Context: an optimization exercise on an open-source flow, tuned for small area and a short achievable clock period. The choices shown serve that exercise and are no tape-out recipe. The RTL was checked by simulation tests, not by an equivalence proof against the original design. The flow treats the clock pin as an ideal source. Dropping or thinning the clock tree relies on that and would not hold on a real chip. Power figures rest on the tool's default switching activity, not on a simulated workload.

`design/flow/flow/run.sh`:
```
#!/bin/bash
# Standard layout with these changes:
#  - synthesis: no full/half-adder cell extraction (ADDER_MAP_FILE empty), so ABC maps all logic,
#    and ABC's area script is flow/abc_area.script (a copy of ORFS's scripts folder with that
#    one file replaced is used for the synthesis step only);
#  - port buffers chosen in flow/ports.tcl instead of the default (DONT_BUFFER_PORTS=1 stops the
#    flow's own call; ports.tcl runs just before it, at the start of global placement);
#  - after the placement resize step, flip-flops with large fanout get the x4 drive, and gates
#    on paths slower than TARGET_NS are sized up (flow/post_resize.tcl);
#  - clock tree: no dummy loads, and the root buffer removed so that the leaf buffers hang
#    from the clock port (flow/post_cts.tcl).
# make's output goes to make_*.log here; ORFS writes each tool's log under orfs/logs/.
set -euo pipefail
export CLK_LEAF_CELL=sky130_fd_sc_hd__clkbuf_8
here=$(pwd)
export UPSIZE_FLOP_FANOUT=${UPSIZE_FLOP_FANOUT:-8}
# setup slack that the post-placement sizing aims for: the clock period less TARGET_NS
TARGET_NS=5.1
export REPAIR_SETUP_MARGIN=$(python3 -c "print(round($FLOW_PERIOD_NS - $TARGET_NS, 3))")
rm -rf "$here/synth_scripts"
cp -r "$FLOW_HOME/scripts" "$here/synth_scripts"
cp "$here/flow/abc_area.script" "$here/synth_scripts/abc_area.script"
bash standard.sh ADDER_MAP_FILE= SCRIPTS_DIR="$here/synth_scripts" synth > make_synth.log 2>&1
CTS="-root_buf sky130_fd_sc_hd__clkbuf_16 -buf_list sky130_fd_sc_hd__clkbuf_16 -sink_clustering_enable -sink_clustering_size 60 -sink_clustering_max_diameter 1000 -dont_use_dummy_load -repair_clock_nets"
bash standard.sh ADDER_MAP_FILE= DONT_BUFFER_PORTS=1 PRE_GLOBAL_PLACE_TCL="$here/flow/ports.tcl" \
  POST_RESIZE_TCL="$here/flow/post_resize.tcl" "CTS_ARGS=$CTS" POST_CTS_TCL="$here/flow/post_cts.tcl" finish > make_finish.log 2>&1
```
`design/flow/flow/abc_area.script`:
```
strash
dc2
balance
rewrite
refactor
balance
rewrite
rewrite -z
balance
refactor -z
rewrite -z
balance
dch
map -B 0.9
strash
dch
map -B 0.9
topo
stime -c
dnsize -c
```
`design/flow/flow/ports.tcl`:
```
# Port buffers: the smallest buffer on inputs (they have most of the cycle to spare) and a
# faster one on outputs. Every input and output port still gets its own buffer.
buffer_ports -inputs -buffer_cell sky130_fd_sc_hd__buf_1
buffer_ports -outputs -buffer_cell sky130_fd_sc_hd__buf_2
```
`design/flow/flow/post_cts.tcl`:
```
set block [ord::get_db_block]
set root [$block findInst clkbuf_0_clk]
if {$root eq "NULL" || $root eq ""} { error "post_cts: no root buffer clkbuf_0_clk" }
set rootnet [[$root findITerm X] getNet]
set clknet [[$root findITerm A] getNet]
set leaves {}
foreach it [$rootnet getITerms] {
  if {[$it isOutputSignal]} { continue }
  set inst [$it getInst]
  if {![string match "sky130_fd_sc_hd__clkbuf_*" [[$inst getMaster] getName]]} {
    error "post_cts: the root buffer drives [$inst getName], not only leaf buffers"
  }
  lappend leaves $it
}
if {[llength $leaves] > 4} { error "post_cts: [llength $leaves] leaf buffers, more than the port may drive" }
foreach it $leaves {
  $it disconnect
  $it connect $clknet
}
[$root findITerm A] disconnect
[$root findITerm X] disconnect
odb::dbInst_destroy $root
odb::dbNet_destroy $rootnet
if {[info exists ::env(CLK_LEAF_CELL)] && $::env(CLK_LEAF_CELL) ne ""} {
  foreach it $leaves { replace_cell [[$it getInst] getName] $::env(CLK_LEAF_CELL) }
}
puts "post_cts: [llength $leaves] leaf buffers now driven from the clock port"
detailed_placement
check_placement -verbose
estimate_parasitics -placement
report_clock_latency
```
`design/flow/flow/post_resize.tcl`:
```
# After the placement resize step: stronger flip-flops on large fanouts, then (when
# REPAIR_SETUP_MARGIN is set) repair_timing (sizing, swaps, buffering) on paths with less setup
# slack than that margin.
source [file join [file dirname [info script]] upsize_flops.tcl]
if { [info exists ::env(REPAIR_SETUP_MARGIN)] && $::env(REPAIR_SETUP_MARGIN) ne "" } {
  estimate_parasitics -placement
  repair_timing -setup -setup_margin $::env(REPAIR_SETUP_MARGIN) -skip_last_gasp
  report_worst_slack -max
}
```
`design/flow/flow/upsize_flops.tcl`:
```
# Flip-flops whose output drives many pins get a stronger drive (same function, same name).
set n 0
foreach inst [get_cells *] {
  set ref [get_property $inst ref_name]
  if {$ref ne "sky130_fd_sc_hd__dfxtp_1"} { continue }
  set q [get_pins -of_objects $inst -filter "direction == output"]
  set loads [llength [get_pins -of_objects [get_nets -of_objects $q] -filter "direction == input"]]
  if {$loads >= $::env(UPSIZE_FLOP_FANOUT)} {
    replace_cell $inst sky130_fd_sc_hd__dfxtp_4
    incr n
  }
}
puts "upsize_flops: $n flip-flops resized"
```
`design/flow/standard.sh`:
```
#!/bin/bash
# synth_recipe.tcl (not shown) runs the flow's synth.tcl, then flattens the netlist and writes it again
# the make line also repeats each setting of config.mk as NAME=value (left out here)
make -C /OpenROAD-flow-scripts/flow DESIGN_CONFIG=/design/flow/config.mk WORK_HOME=/design/flow/orfs CLKGATE_MAP_FILE= SYNTH_SCRIPT=/design/flow/synth_recipe.tcl "${@:-finish}"
```
`design/flow/config.mk`:
```
export PLATFORM = sky130hd
export DESIGN_NAME = alu_top
export DESIGN_NICKNAME = alu_top
export VERILOG_FILES = /design/flow/design.v
export SDC_FILE = /design/flow/constraint.sdc
export NUM_CORES = 4
export LEC_CHECK = 0
export ABC_AREA = 1
export CAP_MARGIN = 20
export CORE_MARGIN = 2
export CORE_UTILIZATION = 40
export GPL_TIMING_DRIVEN = 0
export SLEW_MARGIN = 20
```
`design/flow/constraint.sdc`:
```
create_clock -name core_clock -period 25.0 [get_ports {clk}]
set_input_delay 5.0000 -clock core_clock [delete_from_list [all_inputs] [get_ports {clk}]]
set_output_delay 5.0000 -clock core_clock [all_outputs]
set_load 0.01 [all_outputs]
```
`design/flow/design.v`:
```
module alu_top (
    input             clk,
    input      [7:0]  a,
    input      [7:0]  b,
    input      [3:0]  command,
    input             en,
    output reg [15:0] out
);
    reg  [7:0]  a_q, b_q;
    reg  [3:0]  command_q;
    reg         en_q;
    wire [15:0] alu_out;
    always @(posedge clk) begin
        a_q       <= a;
        b_q       <= b;
        command_q <= command;
        en_q      <= en;
        out       <= alu_out;
    end
    alu u_alu (.a(a_q), .b(b_q), .command(command_q), .en(en_q), .out(alu_out));
endmodule

module alu (
	input [7:0] a, b,
	input [3:0] command,
	input en,
	output [15:0] out
);
wire P0 = (command == 4'd2) | (command == 4'd3) | (command == 4'd10) | (command == 4'd11) | (command == 4'd12) | (command == 4'd14);
wire P1 = (command == 4'd0) | (command == 4'd3) | (command == 4'd9) | (command == 4'd10) | (command == 4'd13);
wire P2 = (command == 4'd0) | (command == 4'd1) | (command == 4'd9) | (command == 4'd10) | (command == 4'd13) | (command == 4'd15);
wire P3 = (command == 4'd1) | (command == 4'd2) | (command == 4'd8) | (command == 4'd9) | (command == 4'd12) | (command == 4'd14) | (command == 4'd15);
wire G0 = 1'b0;
wire G1 = (command == 4'd2);
wire G2 = (command == 4'd3) | (command == 4'd6);
wire G3 = (command == 4'd0) | (command == 4'd3) | (command == 4'd6);
wire cin = (command == 4'd1) | (command == 4'd2);
wire [7:0] up, ug;
wire [8:0] uc;
assign uc[0] = cin;
assign up[0] = a[0] ? (b[0] ? P3 : P2) : (b[0] ? P1 : P0);
assign ug[0] = a[0] ? (b[0] ? G3 : G2) : (b[0] ? G1 : G0);
assign uc[1] = ug[0] | (up[0] & uc[0]);
assign up[1] = a[1] ? (b[1] ? P3 : P2) : (b[1] ? P1 : P0);
assign ug[1] = a[1] ? (b[1] ? G3 : G2) : (b[1] ? G1 : G0);
assign uc[2] = ug[1] | (up[1] & uc[1]);
assign up[2] = a[2] ? (b[2] ? P3 : P2) : (b[2] ? P1 : P0);
assign ug[2] = a[2] ? (b[2] ? G3 : G2) : (b[2] ? G1 : G0);
assign uc[3] = ug[2] | (up[2] & uc[2]);
assign up[3] = a[3] ? (b[3] ? P3 : P2) : (b[3] ? P1 : P0);
assign ug[3] = a[3] ? (b[3] ? G3 : G2) : (b[3] ? G1 : G0);
assign uc[4] = ug[3] | (up[3] & uc[3]);
assign up[4] = a[4] ? (b[4] ? P3 : P2) : (b[4] ? P1 : P0);
assign ug[4] = a[4] ? (b[4] ? G3 : G2) : (b[4] ? G1 : G0);
assign uc[5] = ug[4] | (up[4] & uc[4]);
assign up[5] = a[5] ? (b[5] ? P3 : P2) : (b[5] ? P1 : P0);
assign ug[5] = a[5] ? (b[5] ? G3 : G2) : (b[5] ? G1 : G0);
assign uc[6] = ug[5] | (up[5] & uc[5]);
assign up[6] = a[6] ? (b[6] ? P3 : P2) : (b[6] ? P1 : P0);
assign ug[6] = a[6] ? (b[6] ? G3 : G2) : (b[6] ? G1 : G0);
assign uc[7] = ug[6] | (up[6] & uc[6]);
assign up[7] = a[7] ? (b[7] ? P3 : P2) : (b[7] ? P1 : P0);
assign ug[7] = a[7] ? (b[7] ? G3 : G2) : (b[7] ? G1 : G0);
assign uc[8] = ug[7] | (up[7] & uc[7]);
wire u_sub = command[3:1] == 3'b001;
wire u_c8 = (command == 4'd0) | (command == 4'd1) | (command == 4'd6);
wire u_hi = u_sub ? ~uc[8] : ((command == 4'd10) | (command == 4'd11) | (command == 4'd12) | (command == 4'd14));
wire [15:0] r_unit = {{7{u_hi}}, u_c8 ? uc[8] : u_hi, up ^ uc[7:0]};
wire pp0_0 = a[0] & b[0];
wire pp0_1 = a[0] & b[1];
wire pp0_2 = a[0] & b[2];
wire pp0_3 = a[0] & b[3];
wire pp0_4 = a[0] & b[4];
wire pp0_5 = a[0] & b[5];
wire pp0_6 = a[0] & b[6];
wire pp0_7 = a[0] & b[7];
wire pp1_0 = a[1] & b[0];
wire pp1_1 = a[1] & b[1];
wire pp1_2 = a[1] & b[2];
wire pp1_3 = a[1] & b[3];
wire pp1_4 = a[1] & b[4];
wire pp1_5 = a[1] & b[5];
wire pp1_6 = a[1] & b[6];
wire pp1_7 = a[1] & b[7];
wire pp2_0 = a[2] & b[0];
wire pp2_1 = a[2] & b[1];
wire pp2_2 = a[2] & b[2];
wire pp2_3 = a[2] & b[3];
wire pp2_4 = a[2] & b[4];
wire pp2_5 = a[2] & b[5];
wire pp2_6 = a[2] & b[6];
wire pp2_7 = a[2] & b[7];
wire pp3_0 = a[3] & b[0];
wire pp3_1 = a[3] & b[1];
wire pp3_2 = a[3] & b[2];
wire pp3_3 = a[3] & b[3];
wire pp3_4 = a[3] & b[4];
wire pp3_5 = a[3] & b[5];
wire pp3_6 = a[3] & b[6];
wire pp3_7 = a[3] & b[7];
wire pp4_0 = a[4] & b[0];
wire pp4_1 = a[4] & b[1];
wire pp4_2 = a[4] & b[2];
wire pp4_3 = a[4] & b[3];
wire pp4_4 = a[4] & b[4];
wire pp4_5 = a[4] & b[5];
wire pp4_6 = a[4] & b[6];
wire pp4_7 = a[4] & b[7];
wire pp5_0 = a[5] & b[0];
wire pp5_1 = a[5] & b[1];
wire pp5_2 = a[5] & b[2];
wire pp5_3 = a[5] & b[3];
wire pp5_4 = a[5] & b[4];
wire pp5_5 = a[5] & b[5];
wire pp5_6 = a[5] & b[6];
wire pp5_7 = a[5] & b[7];
wire pp6_0 = a[6] & b[0];
wire pp6_1 = a[6] & b[1];
wire pp6_2 = a[6] & b[2];
wire pp6_3 = a[6] & b[3];
wire pp6_4 = a[6] & b[4];
wire pp6_5 = a[6] & b[5];
wire pp6_6 = a[6] & b[6];
wire pp6_7 = a[6] & b[7];
wire pp7_0 = a[7] & b[0];
wire pp7_1 = a[7] & b[1];
wire pp7_2 = a[7] & b[2];
wire pp7_3 = a[7] & b[3];
wire pp7_4 = a[7] & b[4];
wire pp7_5 = a[7] & b[5];
wire pp7_6 = a[7] & b[6];
wire pp7_7 = a[7] & b[7];
wire hs1 = pp0_6 ^ pp1_5;
wire hc2 = pp0_6 & pp1_5;
wire fs3 = pp0_7 ^ pp1_6 ^ pp2_5;
wire fc4 = (pp0_7 & pp1_6) | (pp0_7 & pp2_5) | (pp1_6 & pp2_5);
wire hs5 = pp3_4 ^ pp4_3;
wire hc6 = pp3_4 & pp4_3;
wire fs7 = pp1_7 ^ pp2_6 ^ pp3_5;
wire fc8 = (pp1_7 & pp2_6) | (pp1_7 & pp3_5) | (pp2_6 & pp3_5);
wire hs9 = pp4_4 ^ pp5_3;
wire hc10 = pp4_4 & pp5_3;
wire fs11 = pp2_7 ^ pp3_6 ^ pp4_5;
wire fc12 = (pp2_7 & pp3_6) | (pp2_7 & pp4_5) | (pp3_6 & pp4_5);
wire hs13 = pp0_4 ^ pp1_3;
wire hc14 = pp0_4 & pp1_3;
wire fs15 = pp0_5 ^ pp1_4 ^ pp2_3;
wire fc16 = (pp0_5 & pp1_4) | (pp0_5 & pp2_3) | (pp1_4 & pp2_3);
wire hs17 = pp3_2 ^ pp4_1;
wire hc18 = pp3_2 & pp4_1;
wire fs19 = hs1 ^ pp2_4 ^ pp3_3;
wire fc20 = (hs1 & pp2_4) | (hs1 & pp3_3) | (pp2_4 & pp3_3);
wire fs21 = pp4_2 ^ pp5_1 ^ pp6_0;
wire fc22 = (pp4_2 & pp5_1) | (pp4_2 & pp6_0) | (pp5_1 & pp6_0);
wire fs23 = fs3 ^ hs5 ^ pp5_2;
wire fc24 = (fs3 & hs5) | (fs3 & pp5_2) | (hs5 & pp5_2);
wire fs25 = pp6_1 ^ pp7_0 ^ hc2;
wire fc26 = (pp6_1 & pp7_0) | (pp6_1 & hc2) | (pp7_0 & hc2);
wire fs27 = fs7 ^ hs9 ^ pp6_2;
wire fc28 = (fs7 & hs9) | (fs7 & pp6_2) | (hs9 & pp6_2);
wire fs29 = pp7_1 ^ fc4 ^ hc6;
wire fc30 = (pp7_1 & fc4) | (pp7_1 & hc6) | (fc4 & hc6);
wire fs31 = fs11 ^ pp5_4 ^ pp6_3;
wire fc32 = (fs11 & pp5_4) | (fs11 & pp6_3) | (pp5_4 & pp6_3);
wire fs33 = pp7_2 ^ fc8 ^ hc10;
wire fc34 = (pp7_2 & fc8) | (pp7_2 & hc10) | (fc8 & hc10);
wire fs35 = pp3_7 ^ pp4_6 ^ pp5_5;
wire fc36 = (pp3_7 & pp4_6) | (pp3_7 & pp5_5) | (pp4_6 & pp5_5);
wire fs37 = pp6_4 ^ pp7_3 ^ fc12;
wire fc38 = (pp6_4 & pp7_3) | (pp6_4 & fc12) | (pp7_3 & fc12);
wire fs39 = pp4_7 ^ pp5_6 ^ pp6_5;
wire fc40 = (pp4_7 & pp5_6) | (pp4_7 & pp6_5) | (pp5_6 & pp6_5);
wire hs41 = pp0_3 ^ pp1_2;
wire hc42 = pp0_3 & pp1_2;
wire fs43 = hs13 ^ pp2_2 ^ pp3_1;
wire fc44 = (hs13 & pp2_2) | (hs13 & pp3_1) | (pp2_2 & pp3_1);
wire fs45 = fs15 ^ hs17 ^ pp5_0;
wire fc46 = (fs15 & hs17) | (fs15 & pp5_0) | (hs17 & pp5_0);
wire fs47 = fs19 ^ fs21 ^ fc16;
wire fc48 = (fs19 & fs21) | (fs19 & fc16) | (fs21 & fc16);
wire fs49 = fs23 ^ fs25 ^ fc20;
wire fc50 = (fs23 & fs25) | (fs23 & fc20) | (fs25 & fc20);
wire fs51 = fs27 ^ fs29 ^ fc24;
wire fc52 = (fs27 & fs29) | (fs27 & fc24) | (fs29 & fc24);
wire fs53 = fs31 ^ fs33 ^ fc28;
wire fc54 = (fs31 & fs33) | (fs31 & fc28) | (fs33 & fc28);
wire fs55 = fs35 ^ fs37 ^ fc32;
wire fc56 = (fs35 & fs37) | (fs35 & fc32) | (fs37 & fc32);
wire fs57 = fs39 ^ pp7_4 ^ fc36;
wire fc58 = (fs39 & pp7_4) | (fs39 & fc36) | (pp7_4 & fc36);
wire fs59 = pp5_7 ^ pp6_6 ^ pp7_5;
wire fc60 = (pp5_7 & pp6_6) | (pp5_7 & pp7_5) | (pp6_6 & pp7_5);
wire hs61 = pp0_2 ^ pp1_1;
wire hc62 = pp0_2 & pp1_1;
wire fs63 = hs41 ^ pp2_1 ^ pp3_0;
wire fc64 = (hs41 & pp2_1) | (hs41 & pp3_0) | (pp2_1 & pp3_0);
wire fs65 = fs43 ^ pp4_0 ^ hc42;
wire fc66 = (fs43 & pp4_0) | (fs43 & hc42) | (pp4_0 & hc42);
wire fs67 = fs45 ^ hc14 ^ fc44;
wire fc68 = (fs45 & hc14) | (fs45 & fc44) | (hc14 & fc44);
wire fs69 = fs47 ^ hc18 ^ fc46;
wire fc70 = (fs47 & hc18) | (fs47 & fc46) | (hc18 & fc46);
wire fs71 = fs49 ^ fc22 ^ fc48;
wire fc72 = (fs49 & fc22) | (fs49 & fc48) | (fc22 & fc48);
wire fs73 = fs51 ^ fc26 ^ fc50;
wire fc74 = (fs51 & fc26) | (fs51 & fc50) | (fc26 & fc50);
wire fs75 = fs53 ^ fc30 ^ fc52;
wire fc76 = (fs53 & fc30) | (fs53 & fc52) | (fc30 & fc52);
wire fs77 = fs55 ^ fc34 ^ fc54;
wire fc78 = (fs55 & fc34) | (fs55 & fc54) | (fc34 & fc54);
wire fs79 = fs57 ^ fc38 ^ fc56;
wire fc80 = (fs57 & fc38) | (fs57 & fc56) | (fc38 & fc56);
wire fs81 = fs59 ^ fc40 ^ fc58;
wire fc82 = (fs59 & fc40) | (fs59 & fc58) | (fc40 & fc58);
wire fs83 = pp6_7 ^ pp7_6 ^ fc60;
wire fc84 = (pp6_7 & pp7_6) | (pp6_7 & fc60) | (pp7_6 & fc60);
wire [15:0] m_x = {1'b0, pp7_7, fs83, fs81, fs79, fs77, fs75, fs73, fs71, fs69, fs67, fs65, fs63, hs61, pp0_1, pp0_0};
wire [15:0] m_y = {1'b0, fc84, fc82, fc80, fc78, fc76, fc74, fc72, fc70, fc68, fc66, fc64, hc62, pp2_0, pp1_0, 1'b0};
wire p85 = pp0_1 ^ pp1_0;
wire p86 = hs61 ^ pp2_0;
wire p87 = fs63 ^ hc62;
wire p88 = fs65 ^ fc64;
wire p89 = fs67 ^ fc66;
wire p90 = fs69 ^ fc68;
wire p91 = fs71 ^ fc70;
wire p92 = fs73 ^ fc72;
wire p93 = fs75 ^ fc74;
wire p94 = fs77 ^ fc76;
wire p95 = fs79 ^ fc78;
wire p96 = fs81 ^ fc80;
wire p97 = fs83 ^ fc82;
wire p98 = pp7_7 ^ fc84;
wire E99 = p86 & p85;
wire V100 = p86 ? pp0_1 : hs61;
wire E101 = p87 & E99;
wire V102 = p87 ? V100 : fs63;
wire E103 = p88 & E101;
wire V104 = p88 ? V102 : fs65;
wire E105 = p89 & E103;
wire V106 = p89 ? V104 : fs67;
wire E107 = p90 & E105;
wire V108 = p90 ? V106 : fs69;
wire E109 = p91 & E107;
wire V110 = p91 ? V108 : fs71;
wire E111 = p92 & E109;
wire V112 = p92 ? V110 : fs73;
wire E113 = p93 & E111;
wire V114 = p93 ? V112 : fs75;
wire E115 = p94 & E113;
wire V116 = p94 ? V114 : fs77;
wire E117 = p95 & E115;
wire V118 = p95 ? V116 : fs79;
wire E119 = p96 & E117;
wire V120 = p96 ? V118 : fs81;
wire E121 = p97 & E119;
wire V122 = p97 ? V120 : fs83;
wire E123 = p98 & E121;
wire V124 = p98 ? V122 : pp7_7;
wire E125 = 1'b0 & E123;
wire V126 = 1'b0 ? V124 : 1'b0;
wire sm127 = p85;
wire sm128 = p86 ^ (~p85 & pp0_1);
wire sm129 = p87 ^ (~E99 & V100);
wire sm130 = p88 ^ (~E101 & V102);
wire sm131 = p89 ^ (~E103 & V104);
wire sm132 = p90 ^ (~E105 & V106);
wire sm133 = p91 ^ (~E107 & V108);
wire sm134 = p92 ^ (~E109 & V110);
wire sm135 = p93 ^ (~E111 & V112);
wire sm136 = p94 ^ (~E113 & V114);
wire sm137 = p95 ^ (~E115 & V116);
wire sm138 = p96 ^ (~E117 & V118);
wire sm139 = p97 ^ (~E119 & V120);
wire sm140 = p98 ^ (~E121 & V122);
wire sm141 = 1'b0 ^ (~E123 & V124);
wire [15:0] r_mul = {sm141, sm140, sm139, sm138, sm137, sm136, sm135, sm134, sm133, sm132, sm131, sm130, sm129, sm128, sm127, pp0_0};
wire bnz = |b;
wire e142 = a[7] ~^ b[0];
wire ge143 = e142 | a[7];
wire d144 = ~e142;
wire c145 = ge143 & (b <= 8'd1);
wire q7 = c145;
wire s146 = ~c145;
wire s147 = c145;
wire r148 = (s146 & a[7]) | (s147 & d144);
wire e149 = a[6] ~^ b[0];
wire e150 = r148 ~^ b[1];
wire E151 = e150 & e149;
wire V152 = e150 ? a[6] : r148;
wire ge153 = E151 | V152;
wire d154 = ~e149;
wire d155 = e150 ^ (e149 | a[6]);
wire c156 = ge153 & (b <= 8'd3);
wire q6 = c156;
wire s157 = ~c156;
wire s158 = c156;
wire r159 = (s157 & a[6]) | (s158 & d154);
wire r160 = (s157 & r148) | (s158 & d155);
wire e161 = a[5] ~^ b[0];
wire e162 = r159 ~^ b[1];
wire e163 = r160 ~^ b[2];
wire E164 = e162 & e161;
wire V165 = e162 ? a[5] : r159;
wire E166 = e163 & E164;
wire V167 = e163 ? V165 : r160;
wire ge168 = E166 | V167;
wire d169 = ~e161;
wire d170 = e162 ^ (e161 | a[5]);
wire d171 = e163 ^ (E164 | V165);
wire c172 = ge168 & (b <= 8'd7);
wire q5 = c172;
wire s173 = ~c172;
wire s174 = c172;
wire r175 = (s173 & a[5]) | (s174 & d169);
wire r176 = (s173 & r159) | (s174 & d170);
wire r177 = (s173 & r160) | (s174 & d171);
wire e178 = a[4] ~^ b[0];
wire e179 = r175 ~^ b[1];
wire e180 = r176 ~^ b[2];
wire e181 = r177 ~^ b[3];
wire E182 = e179 & e178;
wire V183 = e179 ? a[4] : r175;
wire E184 = e180 & E182;
wire V185 = e180 ? V183 : r176;
wire E186 = e181 & E184;
wire V187 = e181 ? V185 : r177;
wire ge188 = E186 | V187;
wire d189 = ~e178;
wire d190 = e179 ^ (e178 | a[4]);
wire d191 = e180 ^ (E182 | V183);
wire d192 = e181 ^ (E184 | V185);
wire c193 = ge188 & (b <= 8'd15);
wire q4 = c193;
wire s194 = ~c193;
wire s195 = c193;
wire r196 = (s194 & a[4]) | (s195 & d189);
wire r197 = (s194 & r175) | (s195 & d190);
wire r198 = (s194 & r176) | (s195 & d191);
wire r199 = (s194 & r177) | (s195 & d192);
wire e200 = a[3] ~^ b[0];
wire e201 = r196 ~^ b[1];
wire e202 = r197 ~^ b[2];
wire e203 = r198 ~^ b[3];
wire e204 = r199 ~^ b[4];
wire E205 = e201 & e200;
wire V206 = e201 ? a[3] : r196;
wire E207 = e202 & E205;
wire V208 = e202 ? V206 : r197;
wire E209 = e203 & E207;
wire V210 = e203 ? V208 : r198;
wire E211 = e204 & E209;
wire V212 = e204 ? V210 : r199;
wire ge213 = E211 | V212;
wire d214 = ~e200;
wire d215 = e201 ^ (e200 | a[3]);
wire d216 = e202 ^ (E205 | V206);
wire d217 = e203 ^ (E207 | V208);
wire d218 = e204 ^ (E209 | V210);
wire c219 = ge213 & (b <= 8'd31);
wire q3 = c219;
wire s220 = ~c219;
wire s221 = c219;
wire r222 = (s220 & a[3]) | (s221 & d214);
wire r223 = (s220 & r196) | (s221 & d215);
wire r224 = (s220 & r197) | (s221 & d216);
wire r225 = (s220 & r198) | (s221 & d217);
wire r226 = (s220 & r199) | (s221 & d218);
wire e227 = a[2] ~^ b[0];
wire e228 = r222 ~^ b[1];
wire e229 = r223 ~^ b[2];
wire e230 = r224 ~^ b[3];
wire e231 = r225 ~^ b[4];
wire e232 = r226 ~^ b[5];
wire E233 = e228 & e227;
wire V234 = e228 ? a[2] : r222;
wire E235 = e229 & E233;
wire V236 = e229 ? V234 : r223;
wire E237 = e230 & E235;
wire V238 = e230 ? V236 : r224;
wire E239 = e231 & E237;
wire V240 = e231 ? V238 : r225;
wire E241 = e232 & E239;
wire V242 = e232 ? V240 : r226;
wire ge243 = E241 | V242;
wire d244 = ~e227;
wire d245 = e228 ^ (e227 | a[2]);
wire d246 = e229 ^ (E233 | V234);
wire d247 = e230 ^ (E235 | V236);
wire d248 = e231 ^ (E237 | V238);
wire d249 = e232 ^ (E239 | V240);
wire c250 = ge243 & (b <= 8'd63);
wire q2 = c250;
wire s251 = ~c250;
wire s252 = c250;
wire r253 = (s251 & a[2]) | (s252 & d244);
wire r254 = (s251 & r222) | (s252 & d245);
wire r255 = (s251 & r223) | (s252 & d246);
wire r256 = (s251 & r224) | (s252 & d247);
wire r257 = (s251 & r225) | (s252 & d248);
wire r258 = (s251 & r226) | (s252 & d249);
wire e259 = a[0] ~^ b[0];
wire e260 = a[1] ~^ b[1];
wire e261 = r253 ~^ b[2];
wire e262 = r254 ~^ b[3];
wire e263 = r255 ~^ b[4];
wire e264 = r256 ~^ b[5];
wire e265 = r257 ~^ b[6];
wire e266 = r258 ~^ b[7];
wire E267 = e260 & e259;
wire V268 = e260 ? a[0] : a[1];
wire E269 = e261 & E267;
wire V270 = e261 ? V268 : r253;
wire E271 = e262 & E269;
wire V272 = e262 ? V270 : r254;
wire E273 = e263 & E271;
wire V274 = e263 ? V272 : r255;
wire E275 = e264 & E273;
wire V276 = e264 ? V274 : r256;
wire E277 = e265 & E275;
wire V278 = e265 ? V276 : r257;
wire E279 = e266 & E277;
wire V280 = e266 ? V278 : r258;
wire ge281 = E279 | V280;
wire c282 = ge281;
wire e283 = ~a[0];
wire e284 = a[1] ~^ b[0];
wire e285 = r253 ~^ b[1];
wire e286 = r254 ~^ b[2];
wire e287 = r255 ~^ b[3];
wire e288 = r256 ~^ b[4];
wire e289 = r257 ~^ b[5];
wire e290 = r258 ~^ b[6];
wire E291 = e284 & e283;
wire V292 = e284 ? a[0] : a[1];
wire E293 = e285 & E291;
wire V294 = e285 ? V292 : r253;
wire E295 = e286 & E293;
wire V296 = e286 ? V294 : r254;
wire E297 = e287 & E295;
wire V298 = e287 ? V296 : r255;
wire E299 = e288 & E297;
wire V300 = e288 ? V298 : r256;
wire E301 = e289 & E299;
wire V302 = e289 ? V300 : r257;
wire E303 = e290 & E301;
wire V304 = e290 ? V302 : r258;
wire ge305 = E303 | V304;
wire c306 = ge305 & (b <= 8'd127);
wire [10:0] b3 = 3 * {3'b0, b};
wire e307 = a[0] ~^ b3[0];
wire e308 = a[1] ~^ b3[1];
wire e309 = r253 ~^ b3[2];
wire e310 = r254 ~^ b3[3];
wire e311 = r255 ~^ b3[4];
wire e312 = r256 ~^ b3[5];
wire e313 = r257 ~^ b3[6];
wire e314 = r258 ~^ b3[7];
wire E315 = e308 & e307;
wire V316 = e308 ? a[0] : a[1];
wire E317 = e309 & E315;
wire V318 = e309 ? V316 : r253;
wire E319 = e310 & E317;
wire V320 = e310 ? V318 : r254;
wire E321 = e311 & E319;
wire V322 = e311 ? V320 : r255;
wire E323 = e312 & E321;
wire V324 = e312 ? V322 : r256;
wire E325 = e313 & E323;
wire V326 = e313 ? V324 : r257;
wire E327 = e314 & E325;
wire V328 = e314 ? V326 : r258;
wire ge329 = E327 | V328;
wire c330 = ge329 & (b <= 8'd85);
wire q1 = c306;
wire q0 = (c306 ? c330 : c282);
wire [15:0] r_div = {8'd0, {q7,q6,q5,q4,q3,q2,q1,q0} & {8{bnz}}};
reg [15:0] o;
always @(*) begin
	case (command)
	4'd4: o = r_mul;
	4'd5: o = r_div;
	4'd7: o = {9'd0, a[7:1]};
	default: o = r_unit;
	endcase
end
assign out = en ? o : 16'd0;
endmodule
```
==> results of run 1 <==
Yosys cell counts, drive strengths merged, types with 3 or more instances:
master | number | share of area [%]
nor2 | 70 | 5.6
o21ai | 81 | 8.6
nand4 | 6 | 0.80
xnor2 | 20 | 3.7
o22ai | 14 | 1.9
o221ai | 4 | 0.75
o21a | 3 | 0.48
nand2 | 337 | 27
clkinv | 106 | 8.5
or2 | 22 | 2.9
a31oi | 8 | 1.1
a21oi | 54 | 5.8
dfxtp | 37 | 16
xor2 | 33 | 6.2
nor3 | 5 | 0.53
nand3 | 66 | 7.0
o211ai | 3 | 0.48
cell families (layout without fill, tap and decap cells):
family	Yosys count	after routing	synth area share [%]
xor+xnor	53	53	9.901
buf+inv	106	174	8.487
compound gates	179	179	21.24
mux	1	1	0.2402
flops	37	37	15.80
simple gates	509	509	44.33
flip-flops by register name, indices dropped and copies added, names as in the netlist:
register,cells
out,16
a_q,8
b_q,8
command_q,4
en_q,1
worst paths after layout:
kind           from  endpoint  slack (ps)
max reg2reg  b_q[7]    out[0]       19750
min reg2reg    en_q    out[2]         540
max          out[7]    out[7]       19430
min            en_q    out[2]         540
cells in the final DEF (no fill, tap or decap), types with 17 or more instances in the layout:
cell,synthesis,layout
dfxtp_1,37,20
xnor2_1,20,20
nor2_1,70,66
clkinv_1,106,101
xor2_1,33,33
nand3_1,66,61
nand2_1,337,326
o21ai_0,81,74
buf_1,0,21
a21oi_1,54,51
buf_4,0,27
or2_2,22,22
dfxtp_4,0,17
per-layer routing:
metal | GRT usage, % | part of all wire, %
met1 | 33.43 | 45
met2 | 38.27 | 42
met3 | 4.914 | 8.2
met4 | 9.512 | 4.0
met5 | 0 | 0
through the flow:
| step | power, mW | cell area, um^2 | utilization [%] |
|---|---|---|---|
| finish | 0.2416 | 5487 | 48.05 |
| global route | 0.2651 | 5487 | 48.05 |
| detailed placement | 0.2105 | 5431 | 47.57 |
| global placement | 0.2030 | 5026 | 44.02 |
| floorplan | 0.1755 | 4688 | - |
power by group through the flow:
stage,Combinational (mW),Sequential (mW),Clock [mW]
after floorplan,0.104,0.0713,0
after global placement,0.130,0.0733,0
after detailed placement,0.141,0.0695,0
after global routing,0.163,0.0688,0.0338
final,0.143,0.0684,0.0305
cell type report:
cell class	count	area, um^2
sequential	37	804.5
fill	1248	5932
timing repair buffer	64	361.6
clock buffer	4	55.05
tap	143	178.9
multi-input combinational	742	3670
inverter	106	416.7
==> run notes, run 1 <==
- The run finished with no timing, DRC or antenna violations.
- Traced cell by cell, the critical path runs through buf_2.
- The peak per-stage delay on the critical path is between 300 and 400 ps.
- Prior to clock tree synthesis, the placed netlist has a worst setup slack of around 20,000 ps.
- Max-cap violations in this run came to 0.
- The mapped cell area is approximately 4700 um^2.
- At the pin with the least slew margin, the transition time is 900.3 ps.
- Global routing finished with a remaining overflow of 0.
- In this run the worst path has a maximum fanout of 1.
- The slowest stage of the critical path belongs to the cell dfxtp_1.
- The area growth from synthesis to layout is 17.03%.
- The final HPWL from detailed placement is 12,060 um.
- The site row count is 39.
- The tightest hold path in the finished design has a slack of 543.8 ps.
- The number of nets still failing antenna checks after routing is 0.
- The power share of the clock group is 12.6%.
- The initial utilization of the core area, before any placement, comes to 41.06%.
- The critical path required time is 20,000 ps.
- The number of optimization iterations in the first detailed-route pass is 6.
- The global-route usage over all layers is 24.54%.
- For this design the top-level I/O count stands at 38.
- The leakage dissipation is 2.471 nW.
- The proportion of total power due to net switching is approximately 46%.
- The maximum ir drop on the vdd rail is between 0.00003 and 0.00004 V.
- The type of destination of the critical path is an output port.
- The aggregate negative setup slack is 0 ps.
- For this run, the top clock speed supported by timing is between 150 and 200 MHz.
- In this run the power density over the cells is about 44 nW/um^2.
- The synthesized design contains 37 register bits.
- STA classifies the critical path startpoint as a flip-flop.
- The global placer's final weighted congestion is around 0.95.
- The sink count of the clock tree is 37.
- The proportion of power drawn by flip-flops and latches is between 20% and 30%.
- The clock latency of the later-clocked register in the worst-skew pair is between 100 and 150 ps.
- Input and output buffers added on the ports amount to 37.
- On the final layout, the worst clock skew is 11.80 ps.
- The number of cells traversed by the worst hold path is 2.
- The first global-routing pass estimated 25,030 um of wire.
- The initial antenna violation count came to 0.
- In the final routed layout, each cell accounts on average for 14.11 um.
- The kind of critical path is flip-flop to output port.
- The arrival time at the worst endpoint is ~570 ps.
- The net switching power is ~0.11 mW.
- The final cell count without fillers is about 1,100.
- The number of buffers and inverters on the critical path is 1.
- The die height is 112.3 um.
- The final number of hold-violating endpoints is 0.
- The most used flip-flop cell after synthesis is dfxtp_1.
- The number of nets in the synthesized netlist is roughly 910.
- The clock-pin slew of the registers on the worst-case setup and hold paths is 70 ps.
- For this run, design rule violations remaining after detail routing come to 0.
- The portion of the post-synthesis area used by sequential elements is approximately 16%.
- The number of global-route vias before repair is 5,134.
- Entering global routing, the biggest net connects 18 pins.
- The count of endpoints failing setup in the final report is 0.
- The classification of the worst-slack hold path is flip-flop to flip-flop.
- In this run the horizontal extent of the chip is 112.3 um.
- The share of flip-flops with an asynchronous set or reset after synthesis is 0%.
- The number of cells after detailed placement is ~1,100.
- The post-route netlist has between 10% and 20% of its cells at a drive strength greater than 1.
- The die covers between 10,000 and 15,000 um^2.
- The number of cells on the worst reg-to-reg path is just over 50.
- The total count of max-transition violations in the final report was 0.
- The total of warnings raised by yosys is 2.
- In this run, synthesis inferred 0 flip-flops with an integrated enable.
- The worst path meets setup with between 15,000 and 20,000 ps of slack.
- Dividing the final minimum period by the clock period gives roughly 22%.
- The final layout contains routed wiring with a total length of 15,460 um.
- The area of the core is approximately 11,000 um^2.
- Setup repair after global routing left no endpoint under its margin.
- The critical path's top delay family is flip-flops.
- The detailed router finished its first iteration with just under 600 violations.
- After detailed routing, the number of vias per cell comes to 5.331.
- The count of vias placed by the detailed router is about 6,000.
- The total number of nets in the final design is ~980.
- In this run the number of cells on the critical path is 1.
- The synthesized netlist cell count is a little under 900.
- The number of inserted diodes is 0.
- The number of unique standard cell types used by synthesis is 28.
- Of the total power, combinational logic draws between 50% and 60%.
- The post-synthesis average cell area is between 5 and 6 um^2.
- Headroom to the max-slew limit came out at between 30% and 40%.
- The internal portion of total power is ~0.13 mW.
- The final critical delay including setup and external delays is between 5000 and 6000 ps.
==> run 2, diff against run 1 <==
--- a/design/flow/flow/run.sh
+++ b/design/flow/flow/run.sh
@@ -15,5 +15,6 @@
 here=$(pwd)
-export UPSIZE_FLOP_FANOUT=${UPSIZE_FLOP_FANOUT:-8}
+export UPSIZE_FLOP_FANOUT=1000
+export UPSIZE_FLOP_CELL=sky130_fd_sc_hd__dfxtp_4
 # setup slack that the post-placement sizing aims for: the clock period less TARGET_NS
-TARGET_NS=5.1
+TARGET_NS=5.3
 export REPAIR_SETUP_MARGIN=$(python3 -c "print(round($FLOW_PERIOD_NS - $TARGET_NS, 3))")
--- a/design/flow/flow/abc_area.script
+++ b/design/flow/flow/abc_area.script
@@ -12,2 +12,8 @@
 balance
+&get -n
+&deepsyn -T 20
+&put
+dch
+map -B 0.9
+strash
 dch
@@ -19,2 +25,3 @@
 stime -c
+upsize -c
 dnsize -c
==> design/flow/flow/post_resize.tcl (replaced) <==
# After the placement resize step: stronger flip-flops on large fanouts, then (when
# REPAIR_SETUP_MARGIN is set) gate sizing and swaps, no new buffers, on paths with less setup
# slack than that margin.
source [file join [file dirname [info script]] upsize_flops.tcl]
if { [info exists ::env(REPAIR_SETUP_MARGIN)] && $::env(REPAIR_SETUP_MARGIN) ne "" } {
  estimate_parasitics -placement
  repair_timing -setup -setup_margin $::env(REPAIR_SETUP_MARGIN) -sequence "sizeup,swap" -skip_last_gasp
  report_worst_slack -max
}
--- a/design/flow/flow/upsize_flops.tcl
+++ b/design/flow/flow/upsize_flops.tcl
@@ -8,3 +8,3 @@
   if {$loads >= $::env(UPSIZE_FLOP_FANOUT)} {
-    replace_cell $inst sky130_fd_sc_hd__dfxtp_4
+    replace_cell $inst $::env(UPSIZE_FLOP_CELL)
     incr n
==> run 2 against run 1 <==
Hold slack better by 40 ps. Register-to-register slack worse by 220 ps. Global-route usage is 0.12 points higher. Sequential power is 5.6% higher. First-iteration DRC count is 35% lower. Critical endpoint is now out[3]. Largest cell class unchanged. Largest power group unchanged.
==> run notes, run 2 <==
- The mapped cell area was 4584 um^2 (-2.2%).
- The sink count of the clock tree came to 37 (unchanged).
- The flip-flop and latch count after synthesis is 37 (unchanged).
- The classification of the worst-slack hold path is flip-flop to flip-flop.
- The number of DRC markers in iteration 0 is 379 (-35%).
- The first-pass GRT wire length came to 24,640 um (-1.6%).
- The number of nets still failing antenna checks after routing came to 0 (unchanged).
- The final HPWL from detailed placement came to 11,390 um (-5.5%).
- The area of the core is 11,320 um^2 (-0.85%).
- The leakage dissipation is 2.212 nW (-10%).
- Setup repair after global routing left no endpoint under its margin.
- The total number of nets in the final design is 897 (-8.2%).
- The startpoint identified for the worst hold timing path is en_q.
- By area the synthesized netlist is led by nand2_1, dfxtp_1, nand3_1.
- The clock skew after layout came to 16.72 ps (+4.922 ps).
- The run finished with no timing, DRC or antenna violations.
- The number of unique standard cell types used by synthesis is 43 (+54%).
- The largest net degree at the start of global routing is 21 (+3).
- The slew of the pin with the lowest slew margin is 1060 ps (+160.2 ps).
- The number of inserted diodes is 0 (unchanged).
- The aggregate negative setup slack is 0 ps (unchanged).
- The worst reg-to-reg setup slack is 19,530 ps (-220 ps).
- The end-of-flow core utilization is 44.20% (-3.9 points).
- The die width is 111.1 um (-1.1%).
- The number of cells traversed by the worst hold path was 2 (unchanged).
- The arrival time at the worst endpoint is 570 ps (about the same).
- The average vias per placed instance is 5.400 (+1.3%).
- The site row count is 39 (unchanged).
- The global-route usage over all layers is 24.66% (+0.12 points).
- The kind of critical path is flip-flop to output port.
- The area share of the largest cell type after synthesis was 22.84% (-4.1 points).
- The synthesized design spends more area on one cell type than any other, namely nand2_1.
- The worst register-to-register path begins at b_q[6].
- In the layout the commonest cells are nand2_1, clkinv_1, nand3_1, nor2_1, o21ai_0.
- The global placer's final weighted congestion is 0.9610 (+1.4%).
- The final cell count without fillers is 1,016 (-7.3%).
- The area of the die was 12,330 um^2 (-2.1%).
- The signal on the critical path passes through buf_2.
- The highest clock rate is 179.6 MHz (about the same).
- The final cycle utilization of the critical path came to 22.27% (about the same).
- The die height is 111.1 um (-1.1%).
- The clock latency of the later-clocked register in the worst-skew pair was 140 ps (about the same).
- The total length of routed wires is 15,090 um (-2.4%).
- The total count of max-transition violations in the final report is 0 (unchanged).
- The worst register-to-register path ends at out[1].
- By area, the combinational part of the netlist is dominated by simple AND/OR/NAND/NOR gates.
- The portion of the post-synthesis area used by sequential elements is 16.16% (+0.36 points).
- The clock-pin slew of the registers on the worst-case setup and hold paths is 80 ps (about the same).
- The peak per-stage delay on the critical path is 310 ps (about the same).
- The adder and majority gate portion of the synthesized area is 0.2183% (+0.22 points).
- The worst slew slack as a fraction of its limit is 28.56% (-11 points).
- The maximum ir drop on the vdd rail is 0.00003148 V (-9.1%).
- The simple-gate share of the synthesized area came to 44.43% (+0.10 points).
- The destination of the critical timing path is out[3].
- The maximum fanout along the worst path is 1 (unchanged).
- The most frequent cell after synthesis is nand2_1.
- Broken down by cell family, the worst path's largest delay share belongs to flip-flops.
- The startpoint of the worst setup timing path is out[3].
- The cell count along the critical path came to 1 (unchanged).
- Relative to the synthesized area, the layout overhead comes to 9.143%.
- In the synthesized netlist the dominant register cell turns out to be dfxtp_1.
- The critical path required time is 20,000 ps (about the same).
- The cell area power density is 47.75 nW/um^2 (+8.4%).
- The count of boundary I/O pins is 38 (unchanged).
- The flip-flop count of the largest register, all copies and words added was 16 (unchanged).
- The slowest stage cell on the critical path is dfxtp_1.
- The number of cell instances on the worst register-to-register path is 45 (-12%).
- The mux share of post-synthesis cell area is 0% (-0.24 points).
- The number of buffer cells added on primary ports is 37 (unchanged).
- The sum of overflow across all layers after global routing was 0 (unchanged).
- The synthesized netlist cell count came to 831 (-6.1%).
- STA classifies the critical path endpoint as an output port.
- The final number of hold-violating endpoints came to 0 (unchanged).
- Counting flops per register, the top entry is out.
- The total of warnings raised by yosys is 2 (unchanged).
- The count of flip-flops with a built-in enable after synthesis is 0 (unchanged).
- The fraction of the mapped netlist area in compound gates was 20.11% (-1.1 points).
- The max-capacitance violation count is 0 (unchanged).
- The number of global-route vias before repair came to 4,880 (-4.9%).
- The initial standard-cell utilization of the core came to 40.50% (-0.56 points).
- The share of flip-flops with an asynchronous set or reset after synthesis is 0% (unchanged).
- The final critical delay including setup and external delays was 5567 ps (-4.300 ps).
- The type of element launching the critical path is a flip-flop.
- The most common cell after layout, fill and taps aside is nand2_1.
- The count of endpoints failing setup in the final report is 0 (unchanged).
- The number of cells after detailed placement was 1,012 (-7.3%).
- The number of optimization iterations in the first detailed-route pass is 5 (-1).
- The wire length per cell after detailed routing is 14.85 um (+5.3%).
- The commonest cells after synthesis are nand2_1, clkinv_1, nand3_1.
- The number of buffers and inverters on the critical path was 1 (unchanged).
- The largest registers in the layout are out: 16 flops, a_q: 8 flops, b_q: 8 flops.
- The post-detailed-route DRC marker count is 0 (unchanged).
- The net count of the mapped netlist is 853 (-6.0%).
- The post-synthesis average cell area was 5.517 um^2 (+4.1%).
- The overall power is 0.2389 mW (-1.1%).
- The count of vias placed by the detailed router is 5,486 (-6.1%).
- The initial antenna violation count is 0 (unchanged).
- The synthesized-area fraction occupied by xor and xnor cells was 9.934% (+0.033 points).
- The fraction of layout cells with a size suffix above 1 came to 8.820% (-3.7 points).
-- run 2: cell count changes in the layout (fill, tap and decap cells not counted), sizes merged, moves of 5 or more --
cell	delta
inv	+20
nor2	-6
clkinv	-11
or2	-5
a21oi	-12
a31oi	-6
nand2	-46
nand3	+5
nor3	+5
nand4	+11
o21ai	-15
buf	-26
-- run 2: layout make-up --
class                           instances  area [um^2]
Inverter                              111        425.4
Timing Repair Buffer                   38        166.4
Fill cell                            1307         6317
Clock buffer                            4        55.05
Tap cell                              143        178.9
Multi-Input combinational cell        683         3430
Sequential cell                        37        748.2
-- run 2: worst min-delay path by stage --
stage               endpoint
floorplan             out[1]
global placement      out[0]
detailed placement    out[0]
global route          out[3]
finish                out[0]
-- run 2: metrics by stage --
stage / setup slack [ps] / instance area (um^2) / hold WS, ps
floorplan: 19670 / 4584 / 472.4
global placement: 19400 / 4922 / 580.6
detailed placement: 19590 / 4949 / 574.8
global route: 18910 / 5004 / 611.6
finish: 19430 / 5004 / 583.9
-- run 2: routing by layer --
layer,vias to the layer above,part of all wire [%],track usage (%)
li1,2849,-,-
met1,2379,47,34.43
met2,222,43,38.98
met3,36,7.4,3.390
met4,0,3.1,8.807
met5,-,0,0
-- run 2: cell families after synthesis --
logic type               count (synthesis)
AND/OR/NAND/NOR                        473
adder cells (fa/ha/maj)                  1
buffers and inverters                  111
flip-flops                              37
XOR/XNOR                                52
AO/OA/AOI/OAI                          157
-- run 2: report_power, final --
part | internal (mW) | switching [mW] | total (mW) | leakage, nW
registers | 0.0638 | 0.00841 | 0.0722 | 0.310
logic | 0.0505 | 0.0862 | 0.137 | 1.87
clock network | 0.0145 | 0.0154 | 0.0299 | 0.0288
total | 0.129 | 0.110 | 0.239 | 2.21
-- run 2: worst min-delay path, cell delays in order, from the launching register on --
cell	delay (ps)
dfxtp_1	410
nand2_1	110
a21oi_1	40
==> run 3, diff against run 2 <==
--- a/design/flow/flow/run.sh
+++ b/design/flow/flow/run.sh
@@ -15,4 +15,4 @@
 here=$(pwd)
-export UPSIZE_FLOP_FANOUT=1000
-export UPSIZE_FLOP_CELL=sky130_fd_sc_hd__dfxtp_4
+export UPSIZE_FLOP_FANOUT=8
+export UPSIZE_FLOP_CELL=sky130_fd_sc_hd__dfxtp_2
 # setup slack that the post-placement sizing aims for: the clock period less TARGET_NS
==> run 3 against run 2 <==
Combinational power barely moved. Still clean on timing, DRC and antenna. Cell count is the same. Register-to-register slack better by 60 ps. Largest cell class unchanged. Hold slack worse by 1.7 ps. Clock skew up 2.7 ps. Global-route usage is 0.083 points lower. Critical path depth unchanged. Clock-buffer cell count unchanged.
==> run notes, run 3 <==
- The number of inserted diodes is 0 (unchanged).
- The number of nets still failing antenna checks after routing was 0 (unchanged).
- The worst slew slack as a fraction of its limit was 26.06% (-2.5 points).
- The largest registers in the layout are out: 16 flops, a_q: 8 flops, b_q: 8 flops.
- The aggregate negative setup slack is 0 ps (unchanged).
- The leakage dissipation is 2.214 nW (about the same).
- The flow ran to the end and the layout has no timing, DRC or antenna violations.
- The kind of critical path is flip-flop to output port.
- The fill cell instance count of the final layout is 1,291 (-1.2%).
- After synthesis, the cell types taking the most area are nand2_1, dfxtp_1, nand3_1.
- The wire length per cell after detailed routing is 14.81 um (-0.30%).
- The initial antenna violation count is 0 (unchanged).
- The critical path's top delay family is flip-flops.
- The site row count is 39 (unchanged).
- The slew of the pin with the lowest slew margin was 1097 ps (+37.06 ps).
- STA classifies the critical path startpoint as a flip-flop.
- The max-capacitance violation count is 0 (unchanged).
- The most common cell after layout, fill and taps aside is nand2_1.
- The post-synthesis average cell area is 5.517 um^2 (unchanged).
- The final critical delay including setup and external delays is 5565 ps (-2.400 ps).
- The number of cell instances on the worst register-to-register path is 45 (unchanged).
- The arrival time at the worst endpoint is 560 ps (about the same).
- The critical path required time is 20,000 ps (about the same).
- The die height is 111.1 um (unchanged).
- The first-pass GRT wire length is 24,580 um (-0.22%).
- The global-route usage over all layers is 24.58% (-0.083 points).
- The peak per-stage delay on the critical path is 310 ps (about the same).
- The area of the die came to 12,330 um^2 (unchanged).
- The die width is 111.1 um (unchanged).
- The clock latency of the later-clocked register in the worst-skew pair is 140 ps (about the same).
- The flip-flop and latch count after synthesis was 37 (unchanged).
- The largest net degree at the start of global routing was 21 (unchanged).
- The number of optimization iterations in the first detailed-route pass came to 5 (unchanged).
- The flip-flop count of the largest register, all copies and words added is 16 (unchanged).
- The count of vias placed by the detailed router is 5,502 (+0.29%).
- The maximum fanout along the worst path is 1 (unchanged).
- The final number of hold-violating endpoints is 0 (unchanged).
- The cell area power density came to 47.59 nW/um^2 (-0.34%).
- The area added between synthesis and finish is 9.307%.
- The portion of the post-synthesis area used by sequential elements is 16.16% (unchanged).
- The number of global-route vias before repair was 4,885 (+0.10%).
- The total count of max-transition violations in the final report is 0 (unchanged).
- The number of buffer cells added on primary ports is 37 (unchanged).
- Setup repair after global routing left no endpoint under its margin.
- The count of flip-flops with a built-in enable after synthesis came to 0 (unchanged).
- The number of buffers and inverters on the critical path is 1 (unchanged).
- For this design, the slowest cell found on the critical path is dfxtp_1.
- The net count of the mapped netlist was 853 (unchanged).
- The most used flip-flop cell after synthesis is dfxtp_1.
- The clock-pin slew of the registers on the worst-case setup and hold paths is 70 ps (about the same).
- The number of cells traversed by the worst hold path is 2 (unchanged).
- The number of DRC markers in iteration 0 is 427 (+13%).
- The global placer's final weighted congestion is 0.9610 (unchanged).
- The share of flip-flops with an asynchronous set or reset after synthesis is 0% (unchanged).
- The worst reg-to-reg setup slack is 19,590 ps (+60 ps).
- The classification of the worst-slack hold path is flip-flop to flip-flop.
- The synthesized netlist cell count came to 831 (unchanged).
- The count of endpoints failing setup in the final report is 0 (unchanged).
- In the layout the commonest cells are nand2_1, clkinv_1, nand3_1, nor2_1, o21ai_0.
- The path with the worst hold slack has its endpoint at out[0].
- The register bank with the most flops is out.
- The number of cells after detailed placement was 1,012 (unchanged).
- The mapped cell area is 4584 um^2 (unchanged).
- The sink count of the clock tree is 37 (unchanged).
- In this run the critical register-to-register path is captured at out[1].
- The total number of nets in the final design came to 897 (unchanged).
- The final cell count without fillers was 1,016 (unchanged).
- In this run the critical register-to-register path is launched from b_q[4].
- By count the netlist is led by nand2_1, clkinv_1, nand3_1.
- The number of unique standard cell types used by synthesis is 43 (unchanged).
- The final cycle utilization of the critical path was 22.26% (about the same).
- The total length of routed wires is 15,040 um (-0.30%).
- The initial standard-cell utilization of the core is 40.50% (unchanged).
- The fraction of layout cells with a size suffix above 1 was 9.966% (+1.1 points).
- The clock skew after layout is 19.39 ps (+2.666 ps).
- The area of the core came to 11,320 um^2 (unchanged).
- The average vias per placed instance is 5.415 (+0.29%).
- The total of warnings raised by yosys is 2 (unchanged).
- The highest clock rate is 179.7 MHz (about the same).
- The cell taking the most area after synthesis is nand2_1.
- The area share of the largest cell type after synthesis is 22.84% (unchanged).
- The sum of overflow across all layers after global routing came to 0 (unchanged).
- The maximum ir drop on the vdd rail is 0.00003456 V (+9.8%).
- The final HPWL from detailed placement came to 11,360 um (-0.23%).
- The post-detailed-route DRC marker count is 0 (unchanged).
- The type of destination of the critical path is an output port.
- The worst hold path begins at en_q.
- The most frequent cell after synthesis is nand2_1.
- Traced cell by cell, the critical path runs through buf_2.
- The count of boundary I/O pins is 38 (unchanged).
-- run 3: cell types whose count changed in the layout (fill, tap and decap cells not counted), sizes merged --
cell      delta
clkinv       +1
clkinvlp     -1
-- run 3: kinds of logic (layout without fill, tap and decap cells) --
logic type	count (synthesis)	count (layout)	synth area share, %
flip-flops	37	37	16.16
AO/OA/AOI/OAI	157	157	20.11
AND/OR/NAND/NOR	473	473	44.43
adder cells (fa/ha/maj)	1	1	0.2183
buffers and inverters	111	153	9.143
XOR/XNOR	52	52	9.935
-- run 3: layer usage --
layer	part of all wire (%)	GRT usage [%]	vias to the layer above	wire, um
met5	0	0	-	0
met4	3.3	8.889	0	494
met3	7.3	2.952	37	1105
met2	43	39.35	225	6517
met1	46	34.13	2394	6928
li1	-	-	2846	-
-- run 3: worst max path at each step --
stage	start	endpoint	slack, ps	cells past startpoint
2_1_floorplan	out[0]	out[0]	19670	0
3_3_place_gp	b_q[4]	out[1]	19400	46
3_5_place_dp	out[4]	out[4]	19590	1
5_1_grt	b_q[4]	out[1]	19000	45
6_report	out[3]	out[3]	19440	1
-- run 3: power by group --
group          leakage (nW)  switching (mW)  internal, mW  total [mW]
Clock                0.0288          0.0151        0.0145      0.0296
Sequential            0.310         0.00831        0.0640      0.0724
Combinational          1.87          0.0860        0.0505       0.136
Total                  2.21           0.109         0.129       0.238
-- run 3: final cells by class --
cell class | instances | area (um^2) | share of cell area (%)
clock buffers | 4 | 55.05 | 1.099
well taps | 143 | 178.9 | 3.571
multi-input cells | 683 | 3430 | 68.44
repair buffers | 38 | 166.4 | 3.321
inverters | 111 | 419.2 | 8.365
flip-flops and latches | 37 | 762.0 | 15.21
-- run 3: through the flow --
stage	util (%)	area [um^2]	power [mW]	worst slack [ps]	hold WS, ps
finish	44.26	5011	0.2385	19440	582.3
global route	44.26	5011	0.2627	19000	615.3
detailed placement	43.78	4956	0.2090	19590	574.8
global placement	43.48	4922	0.2076	19400	580.6
floorplan	-	4584	0.1787	19670	472.4
==> run 4, diff against run 3 <==
--- a/design/flow/flow/run.sh
+++ b/design/flow/flow/run.sh
@@ -7,3 +7,3 @@
 #    flow's own call; ports.tcl runs just before it, at the start of global placement);
-#  - after the placement resize step, flip-flops with large fanout get the x4 drive, and gates
+#  - after the placement resize step, flip-flops with large fanout get a stronger drive (UPSIZE_FLOP_CELL), and gates
 #    on paths slower than TARGET_NS are sized up (flow/post_resize.tcl);
--- a/design/flow/flow/abc_area.script
+++ b/design/flow/flow/abc_area.script
@@ -25,3 +25,3 @@
 stime -c
-upsize -c
+buffer -c
 dnsize -c
==> run 4 against run 3 <==
Still clean on timing, DRC and antenna. Sequential power is 8.3% lower. Non-clock buffer count is 24 higher. Synthesized cell count is 3.0% higher. Cell area is 0.62% higher. First-iteration DRC count is 18% higher. Hold slack worse by 9.6 ps. Critical path depth stayed put. Critical endpoint is now out[7]. Largest cell class unchanged.
==> run notes, run 4 <==
- The count of boundary I/O pins is 38 (unchanged).
- The total count of max-transition violations in the final report is 0 (unchanged).
- The commonest cells after synthesis are nand2_1, inv_1, nand3_1.
- The number of inserted diodes was 0 (unchanged).
- Setup repair after global routing left no endpoint under its margin.
- The sum of overflow across all layers after global routing was 0 (unchanged).
- The area share of the largest cell type after synthesis is 23.74% (+0.90 points).
- The most critical setup path has its startpoint at out[7].
- On the critical path, the stage with the largest delay is an instance of dfxtp_1.
- In the post-synthesis netlist, the biggest area contributors are nand2_1, dfxtp_1, inv_1.
- The number of unique standard cell types used by synthesis came to 37 (-14%).
- The first-pass GRT wire length came to 25,230 um (+2.6%).
- The net count of the mapped netlist was 878 (+2.9%).
- The flip-flop count of the largest register, all copies and words added is 16 (unchanged).
- The run finished with no timing, DRC or antenna violations.
- The total length of routed wires is 15,660 um (+4.1%).
- The clock-pin slew of the registers on the worst-case setup and hold paths is 70 ps (about the same).
- The share of flip-flops with an asynchronous set or reset after synthesis is 0% (unchanged).
- The final HPWL from detailed placement came to 12,160 um (+7.0%).
- The leakage dissipation was 2.520 nW (+14%).
- The number of buffers and inverters on the critical path is 1 (unchanged).
- The overall power is 0.2404 mW (+0.81%).
- The maximum fanout along the worst path was 1 (unchanged).
- In the layout the commonest cells are nand2_1, inv_1, nand3_1, o21ai_0, nor2_1.
- The max-capacitance violation count is 0 (unchanged).
- The die height is 111.2 um (+0.17%).
- The clock skew after layout is 21.17 ps (+1.786 ps).
- The highest clock rate was 179.4 MHz (-0.17%).
- The aggregate negative setup slack came to 0 ps (unchanged).
- The startpoint identified for the worst register-to-register timing path is b_q[4].
- The register bank with the most flops is out.
- The largest registers in the layout are out: 16 flops, a_q: 8 flops, b_q: 8 flops.
- Broken down by cell family, the worst path's largest delay share belongs to flip-flops.
- The sum of met2 wire segment lengths after detailed routing was 6867 um (+5.4%).
- The number of optimization iterations in the first detailed-route pass is 5 (unchanged).
- The arrival time at the worst endpoint is 570 ps (about the same).
- The largest net degree at the start of global routing is 13 (-38%).
- The flip-flop and latch count after synthesis was 37 (unchanged).
- The site row count was 39 (unchanged).
- The wire length per cell after detailed routing is 15.06 um (+1.7%).
- The die width is 111.2 um (+0.17%).
- The total of warnings raised by yosys is 2 (unchanged).
- Signal routing reaches up to met4.
- The number of nets still failing antenna checks after routing came to 0 (unchanged).
- The final cycle utilization of the critical path is 22.30% (+0.038 points).
- The maximum ir drop on the vdd rail came to 0.00003683 V (+6.6%).
- Traced cell by cell, the critical path runs through buf_2.
- The critical path required time is 20,000 ps (about the same).
- The area added between synthesis and finish is 9.600%.
- The met1 layer wirelength in the final routing is 7120 um (+2.8%).
- The slew of the pin with the lowest slew margin is 901.1 ps (-196.4 ps).
- The global placer's final weighted congestion is 0.9634 (+0.25%).
- The global-route usage over all layers is 25.22% (+0.64 points).
- The average vias per placed instance is 5.357 (-1.1%).
- The post-detailed-route DRC marker count is 0 (unchanged).
- Summed over all instances, the cell type with the most area after synthesis is nand2_1.
- The initial antenna violation count is 0 (unchanged).
- The worst hold path belongs to the class flip-flop to flip-flop.
- The kind of critical path is flip-flop to output port.
- The most used flip-flop cell after synthesis is dfxtp_1.
- nand2_1 is the most common cell in the netlist.
- The peak per-stage delay on the critical path was 320 ps (about the same).
- The post-synthesis average cell area is 5.375 um^2 (-2.6%).
- The initial standard-cell utilization of the core is 40.64% (+0.14 points).
- The startpoint of the lowest-slack hold path is en_q.
- The worst slew slack as a fraction of its limit was 39.47% (+13 points).
- The number of DRC markers in iteration 0 is 505 (+18%).
- The sink count of the clock tree is 37 (unchanged).
- The count of flip-flops with a built-in enable after synthesis is 0 (unchanged).
- The fraction of layout cells with a size suffix above 1 is 5.686% (-4.3 points).
- The number of buffer cells added on primary ports was 37 (unchanged).
- The count of endpoints failing setup in the final report is 0 (unchanged).
- The portion of the post-synthesis area used by sequential elements came to 16.10% (-0.057 points).
- STA classifies the critical path startpoint as a flip-flop.
- The type of destination of the critical path is an output port.
- The sum of met3 wire segment lengths after detailed routing was 1246 um (+13%).
- The clock latency of the later-clocked register in the worst-skew pair is 140 ps (about the same).
- The synthesized netlist cell count came to 856 (+3.0%).
- The area of the core is 11,320 um^2 (unchanged).
- The area of the die is 12,380 um^2 (+0.34%).
- The cell area power density is 47.67 nW/um^2 (+0.18%).
- The final number of hold-violating endpoints is 0 (unchanged).
- The number of global-route vias before repair is 4,992 (+2.2%).
- The mapped cell area is 4601 um^2 (+0.35%).
- The final critical delay including setup and external delays is 5574 ps (+9.600 ps).
- The count of vias placed by the detailed router is 5,571 (+1.3%).
- The total number of nets in the final design is 921 (+2.7%).
- The most common cell after layout, fill and taps aside is nand2_1.
[run 4: power by group]
part / switching [mW] / internal [mW] / total (mW)
registers: 0.00267 / 0.0638 / 0.0664
clock network: 0.0163 / 0.0146 / 0.0309
logic: 0.0923 / 0.0507 / 0.143
[run 4: final timing paths]
| kind | end | slack (ps) | cells past startpoint |
|---|---|---|---|
| hold reg to reg | out[0] | 570 | 2 |
| hold / removal | out[0] | 570 | 2 |
| setup reg to reg | out[0] | 19580 | 45 |
| setup / recovery | out[7] | 19430 | 1 |
[run 4: area by class of cell]
cell class                      count  area, um^2
Fill cell                        1293        6279
Multi-Input combinational cell    683        3385
Sequential cell                    37       743.2
Inverter                          111       420.4
Tap cell                          143       178.9
Timing Repair Buffer               37       165.2
Buffer                             25       95.09
Clock buffer                        4       55.05
[run 4: tightest hold or removal path, cell delays in order (launching register included)]
cell	delay (ps)
dfxtp_1	390
nand2_1	100
a21oi_1	30
[run 4: routing by layer]
| metal | global-route usage (%) | up-vias |
|---|---|---|
| met5 | 0 | - |
| met4 | 6.914 | 0 |
| met3 | 3.718 | 33 |
| met2 | 40.45 | 213 |
| met1 | 35.31 | 2446 |
| li1 | - | 2879 |
[run 4: through the flow]
stage	setup slack, ps	utilization [%]	area [um^2]	hold WS [ps]	cells
detailed placement	19570	44.05	4987	558.5	1036
floorplan	19670	-	4601	468.8	856
global placement	18770	43.62	4938	556.8	1036
global route	18920	44.54	5042	594.4	1040
finish	19430	44.54	5042	572.7	1040
[run 4: logic make-up (layout without fill, tap and decap cells)]
family          Yosys count  count (layout)  share of synthesized area (%)
xor+xnor                 52              52                          9.899
flops                    37              37                          16.10
compound gates          157             157                          19.80
simple gates            473             473                          42.86
fa+ha+maj                 1               1                         0.2176
buf+inv                 136             177                          11.12
==> run 5, diff against run 4 <==
--- a/design/flow/flow/abc_area.script
+++ b/design/flow/flow/abc_area.script
@@ -25,3 +25,3 @@
 stime -c
-buffer -c
+upsize -c
 dnsize -c
==> run 5 against run 4 <==
Flip-flop and latch count unchanged. First-iteration DRC count down 15%. Total power down 0.80%. Synthesized area down 0.35%. Largest power group unchanged. Clock power down 4%. Via count down 1.2%. Die area down 0.34%. Hold slack better by 9.6 ps. Worst setup slack better by 9.6 ps. Routed wire length down 3.9%. Synthesized cell count down 2.9%.
==> run notes, run 5 <==
- Ranked by flip-flop count, first place goes to out.
- The number of DRC markers in iteration 0 is 427 (-15%).
- The total number of nets in the final design is 897 (-2.6%).
- The path class of the tightest hold or removal check is flip-flop to flip-flop.
- The portion of the post-synthesis area used by sequential elements is 16.16% (+0.057 points).
- Setup repair after global routing left no endpoint under its margin.
- The final cell count without fillers is 1,016 (-2.3%).
- The count of flip-flops with a built-in enable after synthesis is 0 (unchanged).
- The area share of the largest cell type after synthesis is 22.84% (-0.90 points).
- Walking the worst path, the cells encountered are buf_2.
- The post-detailed-route DRC marker count is 0 (unchanged).
- The peak per-stage delay on the critical path is 310 ps (about the same).
- The die width is 111.1 um (-0.17%).
- The final critical delay including setup and external delays came to 5565 ps (-9.600 ps).
- The largest net degree at the start of global routing is 21 (+8).
- The most common cell after layout, fill and taps aside is nand2_1.
- The run finished with no timing, DRC or antenna violations.
- The maximum ir drop on the vdd rail was 0.00003456 V (-6.2%).
- The net count of the mapped netlist was 853 (-2.8%).
- The overall power is 0.2385 mW (-0.80%).
- The critical path required time is 20,000 ps (about the same).
- Yosys instantiated no cell more often than nand2_1.
- The fill cell instance count of the final layout came to 1,291 (-0.15%).
- The initial standard-cell utilization of the core is 40.50% (-0.14 points).
- The cell taking the most area after synthesis is nand2_1.
- The slowest stage cell on the critical path is dfxtp_1.
- The count of boundary I/O pins is 38 (unchanged).
- The flip-flop count of the largest register, all copies and words added came to 16 (unchanged).
- The initial antenna violation count is 0 (unchanged).
- The sum of overflow across all layers after global routing was 0 (unchanged).
- The final-layout worst hold slack is 582.3 ps (+9.603 ps).
- The clock latency of the later-clocked register in the worst-skew pair is 140 ps (about the same).
- The most used flip-flop cell after synthesis is dfxtp_1.
- After synthesis, the most frequently instantiated cells are nand2_1, clkinv_1, nand3_1.
- The clock-pin slew of the registers on the worst-case setup and hold paths is 70 ps (about the same).
- In the final layout, the registers with the most flip-flops are out: 16 flops, a_q: 8 flops, b_q: 8 flops.
- The number of global-route vias before repair is 4,885 (-2.1%).
- Sorting the synthesized cells by area gives the leading types as nand2_1, dfxtp_1, nand3_1.
- The synthesized netlist cell count is 831 (-2.9%).
- The wire length per cell after detailed routing came to 14.81 um (-1.7%).
- The flip-flop and latch count after synthesis is 37 (unchanged).
- The number of nets still failing antenna checks after routing is 0 (unchanged).
- Leaving out fill and tap cells, the most frequent cells in the layout are nand2_1, clkinv_1, nand3_1, nor2_1, o21ai_0.
- The average vias per placed instance is 5.415 (+1.1%).
- The aggregate negative setup slack came to 0 ps (unchanged).
- The final number of hold-violating endpoints came to 0 (unchanged).
- The worst setup path is launched from a flip-flop.
- The max-capacitance violation count is 0 (unchanged).
- The leakage dissipation came to 2.214 nW (-12%).
## run 5: cell count changes in the layout (fill, tap and decap cells not counted), sizes merged
cell and change:
buf -1, clkbuf -23, clkinv +87, clkinvlp -1
inv -86
## run 5: cells by family after synthesis
logic type / Yosys count / share of synthesized area (%)
XOR/XNOR: 52 / 9.935
flip-flops: 37 / 16.16
AO/OA/AOI/OAI: 157 / 20.11
adder cells (fa/ha/maj): 1 / 0.2183
buffers and inverters: 111 / 9.143
AND/OR/NAND/NOR: 473 / 44.43
## run 5: final cells by class
class | count | area, um^2 | area share, %
Multi-Input combinational cell | 683 | 3430 | 68.44
Sequential cell | 37 | 762.0 | 15.21
Inverter | 111 | 419.2 | 8.365
Tap cell | 143 | 178.9 | 3.571
Timing Repair Buffer | 38 | 166.4 | 3.321
Clock buffer | 4 | 55.05 | 1.099
## run 5: metrics by stage
stage | util, % | setup WS, ps | area (um^2)
global route | 44.26 | 19000 | 5011
global placement | 43.48 | 19400 | 4922
finish | 44.26 | 19440 | 5011
floorplan | - | 19670 | 4584
detailed placement | 43.78 | 19590 | 4956
## run 5: final timing paths
check | from | endpoint | slack, ps | cells past startpoint
setup / recovery | out[3] | out[3] | 19440 | 1
hold / removal | en_q | out[0] | 580 | 2
setup reg to reg | b_q[4] | out[1] | 19590 | 45
hold reg to reg | en_q | out[0] | 580 | 2
## run 5: routing by layer
metal	part of all wire, %	track usage [%]
met3	7.3	2.952
met2	43	39.35
met5	0	0
met1	46	34.13
met4	3.3	8.889
## run 5: worst reg2reg max path: cells and delay by family, from the launching register on
| family | cells | cell delay (ps) |
|---|---|---|
| and+or+nand+nor | 38 | 3850 |
| AOI/OAI and AO/OA | 3 | 540 |
| DFF | 1 | 450 |
| buffers and inverters | 4 | 450 |
## run 5: power by group
group | leakage, nW | total [mW] | internal [mW] | switching, mW
Clock | 0.0288 | 0.0296 | 0.0145 | 0.0151
Sequential | 0.310 | 0.0724 | 0.0640 | 0.00831
Combinational | 1.87 | 0.136 | 0.0505 | 0.0860

Setup slack of run 5, layout unchanged: 19.435 ns with ideal ports, 19.361 ns with driving cells assumed (clock clkbuf_16, inputs buf_2), 19.563 ns with port delays also shifted by the 0.202 ns mid clock arrival.
